What follows belongs to an exercise in optimizing a design on an open flow for small area, a short achievable clock period and few clock cycles per item; a production flow would make more cautious choices. Where RTL was checked, it was by simulation tests only, not by an equivalence proof against the original. Power figures rest on the tool's default switching activity, not on a simulated workload.

## fft_4pt
module fft_4pt #(
    parameter DATA_WIDTH = 16
) (
    input clk,
    input rst_n,
    input data_valid_in,
    input  signed [DATA_WIDTH-1:0] x0_r,
    input  signed [DATA_WIDTH-1:0] x0_i,
    input  signed [DATA_WIDTH-1:0] x1_r,
    input  signed [DATA_WIDTH-1:0] x1_i,
    input  signed [DATA_WIDTH-1:0] x2_r,
    input  signed [DATA_WIDTH-1:0] x2_i,
    input  signed [DATA_WIDTH-1:0] x3_r,
    input  signed [DATA_WIDTH-1:0] x3_i,
    output data_valid_out,
    output signed [DATA_WIDTH+1:0] X0_r,
    output signed [DATA_WIDTH+1:0] X0_i,
    output signed [DATA_WIDTH+1:0] X1_r,
    output signed [DATA_WIDTH+1:0] X1_i,
    output signed [DATA_WIDTH+1:0] X2_r,
    output signed [DATA_WIDTH+1:0] X2_i,
    output signed [DATA_WIDTH+1:0] X3_r,
    output signed [DATA_WIDTH+1:0] X3_i
);
clock: 3.0 ns
lec_check: 0
abc_area: 1
cap_margin: 20
core_margin: 2
core_utilization: 62
cts_buf_list: sky130_fd_sc_hd__clkbuf_4 sky130_fd_sc_hd__clkbuf_8
cts_cluster_diameter: 60
cts_cluster_size: 16
setup_slack_margin: 0.75
slew_margin: 20
buffer_ports_args: -buffer_cell sky130_fd_sc_hd__buf_1
standard.sh (not shown) runs the stock make flow with config.mk's settings and CLKGATE_MAP_FILE= SYNTH_SCRIPT=/design/flow/synth_recipe.tcl, a recipe that flattens the netlist after the stock synthesis.
==> flow/flow/run.sh <==
#!/bin/bash
# The standard layout (standard.sh), with the port buffers that buffer_ports
# inserts made of plain buf_1 cells instead of its default delay buffer.
set -euo pipefail
cd "$(dirname "$0")/.."
echo "export BUFFER_PORTS_ARGS = -buffer_cell sky130_fd_sc_hd__buf_1" >> config.mk
bash standard.sh > standard.log 2>&1
The first run ran to the end with no violations.
Testbench counts at the start, summed over its fixed seeds: cycles 8,016, items 8,000.
Next try:
--- a/flow/config.mk
+++ b/flow/config.mk
@@ -6,5 +6,4 @@
 export NUM_CORES = 4
 export LEC_CHECK = 0
-export ABC_AREA = 1
 export CAP_MARGIN = 20
 export CORE_MARGIN = 2
@@ -13,5 +12,5 @@
 export CTS_CLUSTER_DIAMETER = 60
 export CTS_CLUSTER_SIZE = 16
-export SETUP_SLACK_MARGIN = 0.75
+export SETUP_SLACK_MARGIN = 0.8
 export SLEW_MARGIN = 20
 export BUFFER_PORTS_ARGS = -buffer_cell sky130_fd_sc_hd__buf_1
After rerunning: The changed run went through all stages and came out clean; clock-buffer cell count went down by 2; power rises by 2.1%; non-clock buffer count is higher by 10; sequential share of layout area came out lower by 0.50 points.
Next try:
--- a/flow/config.mk
+++ b/flow/config.mk
@@ -6,4 +6,5 @@
 export NUM_CORES = 4
 export LEC_CHECK = 0
+export ABC_AREA = 1
 export CAP_MARGIN = 20
 export CORE_MARGIN = 2
@@ -12,5 +13,5 @@
 export CTS_CLUSTER_DIAMETER = 60
 export CTS_CLUSTER_SIZE = 16
-export SETUP_SLACK_MARGIN = 0.8
+export SETUP_SLACK_MARGIN = 0.9
 export SLEW_MARGIN = 20
 export BUFFER_PORTS_ARGS = -buffer_cell sky130_fd_sc_hd__buf_1
Design area climbs by 2.3%.
Cell count increases by about 12%.
Via count increases by 5.8%.
Clock-buffer cell count climbs by 2.
Next try:
--- a/flow/config.mk
+++ b/flow/config.mk
@@ -6,5 +6,4 @@
 export NUM_CORES = 4
 export LEC_CHECK = 0
-export ABC_AREA = 1
 export CAP_MARGIN = 20
 export CORE_MARGIN = 2
@@ -13,5 +12,5 @@
 export CTS_CLUSTER_DIAMETER = 60
 export CTS_CLUSTER_SIZE = 16
-export SETUP_SLACK_MARGIN = 0.9
+export SETUP_SLACK_MARGIN = 0.6
 export SLEW_MARGIN = 20
 export BUFFER_PORTS_ARGS = -buffer_cell sky130_fd_sc_hd__buf_1
Outcome: The changed run finished with timing, DRC and antenna clean; setup slack improved by 0.010 ns; clock-buffer cell count shrinks by 4; synthesized cell count is lower by 14%; cell area decreases by 6.9%.

---

Another version of the RTL of fft_4pt (not shown whole).
Size in the first run: about 2200 cells after synthesis, about 280 flip-flops, about 280 I/O pins, roughly 0.019 mm2 of cells after synthesis.
clock: 3.0 ns
lec_check: 0
cap_margin: 20
core_margin: 2
core_utilization: 62
cts_buf_list: sky130_fd_sc_hd__clkbuf_4 sky130_fd_sc_hd__clkbuf_8
cts_cluster_diameter: 60
cts_cluster_size: 16
setup_slack_margin: 0.7
slew_margin: 20
buffer_ports_args: -buffer_cell sky130_fd_sc_hd__buf_1
Scripts as last shown in full above: flow/flow/run.sh
Edit:
- ABC_AREA: unset -> 1
- SETUP_SLACK_MARGIN: 0.7 -> 1.0
After rerunning: Die area went up by 12%; sequential share of layout area shrinks by 2.8 points; flip-flop and latch count stays the same; non-clock buffer count increases by 6; cell count rises by 34%; total power is higher by 1.4%; global-route usage went up by 2.0 points; synthesized cell count climbs by 41%; wire length goes up by 20%; clock power grows by about 2%; final area came out higher by 11%.
Edit:
- ABC_AREA: 1 -> unset
- CORE_UTILIZATION: 62 -> 68
- SETUP_SLACK_MARGIN: 1.0 -> 0.7
After rerunning: The new run completed with no timing, DRC or antenna violations; clock-buffer cell count shrinks by 1; utilization grows by 6.0 points; routed wire length shrinks by about 16%; first-iteration DRC count shrinks by about 9%.
Edit:
- CAP_MARGIN: 20 -> 0
- CORE_UTILIZATION: 68 -> 62
- GPL_TIMING_DRIVEN: unset -> 0
- SETUP_SLACK_MARGIN: 0.7 -> 0.4
- SLEW_MARGIN: 20 -> 0
Final area decreases slightly.
Power decreases by a few percent.
Flip-flop and latch count stays the same.
Final cell count increases by a few percent.
Edit:
- ABC_AREA: unset -> 1
- CAP_MARGIN: 0 -> 20
- GPL_TIMING_DRIVEN: 0 -> unset
- SETUP_SLACK_MARGIN: 0.4 -> 0.7
- SLEW_MARGIN: 0 -> 20
What happened: Routed wire length rises by 23%. Die area is higher by 12%. Core utilization grows by 1.0 points. Cell area grows by 12%.
No functional check of the RTL was part of any run of this note.

## static timing again, ports no longer ideal
No port has a modelled driver above. Below, the same layouts with a new extraction and two added sets of constraints. Step 1: set_driving_cell puts a clkbuf_16 on clk and a buf_2 on each other input, an assumption about the parent block. Step 2 also shifts input and output timing later by t, the mid clock arrival at the registers, as if the neighbouring blocks saw the same clock. a / b / c = ideal / step 1 / step 2; a / b = the first two.
run	t (ns)	setup slack, ns	worst setup path at the end
the first run of note 1	0.621	0.607 / 0.558 / 0.373	input to register
the second run of note 1	0.631	0.560 / 0.528 / 0.205	input to register
the third run of note 1	0.635	0.584 / 0.539 / 0.403	input to register
the fourth run of note 1	0.625	0.594 / 0.591 / 0.096	input to register
the first run of note 2	0.623	0.597 / 0.547 / 0.173	input to register
the second run of note 2	0.657	0.315 / 0.265 / 0.739	input to register
the third run of note 2	0.628	0.478 / 0.430 / 0.230	input to register
the fourth run of note 2	0.612	0.498 / 0.451 / -0.078	input to register
the fifth run of note 2	0.659	0.395 / 0.343 / 0.738	input to register
With both steps, setup timing fails in the fourth run of note 2, where it was met with ideal ports. For the fourth run of note 2, which loses most, drivers alone change the setup slack by -0.047 ns; drivers and shift together by -0.576 ns.
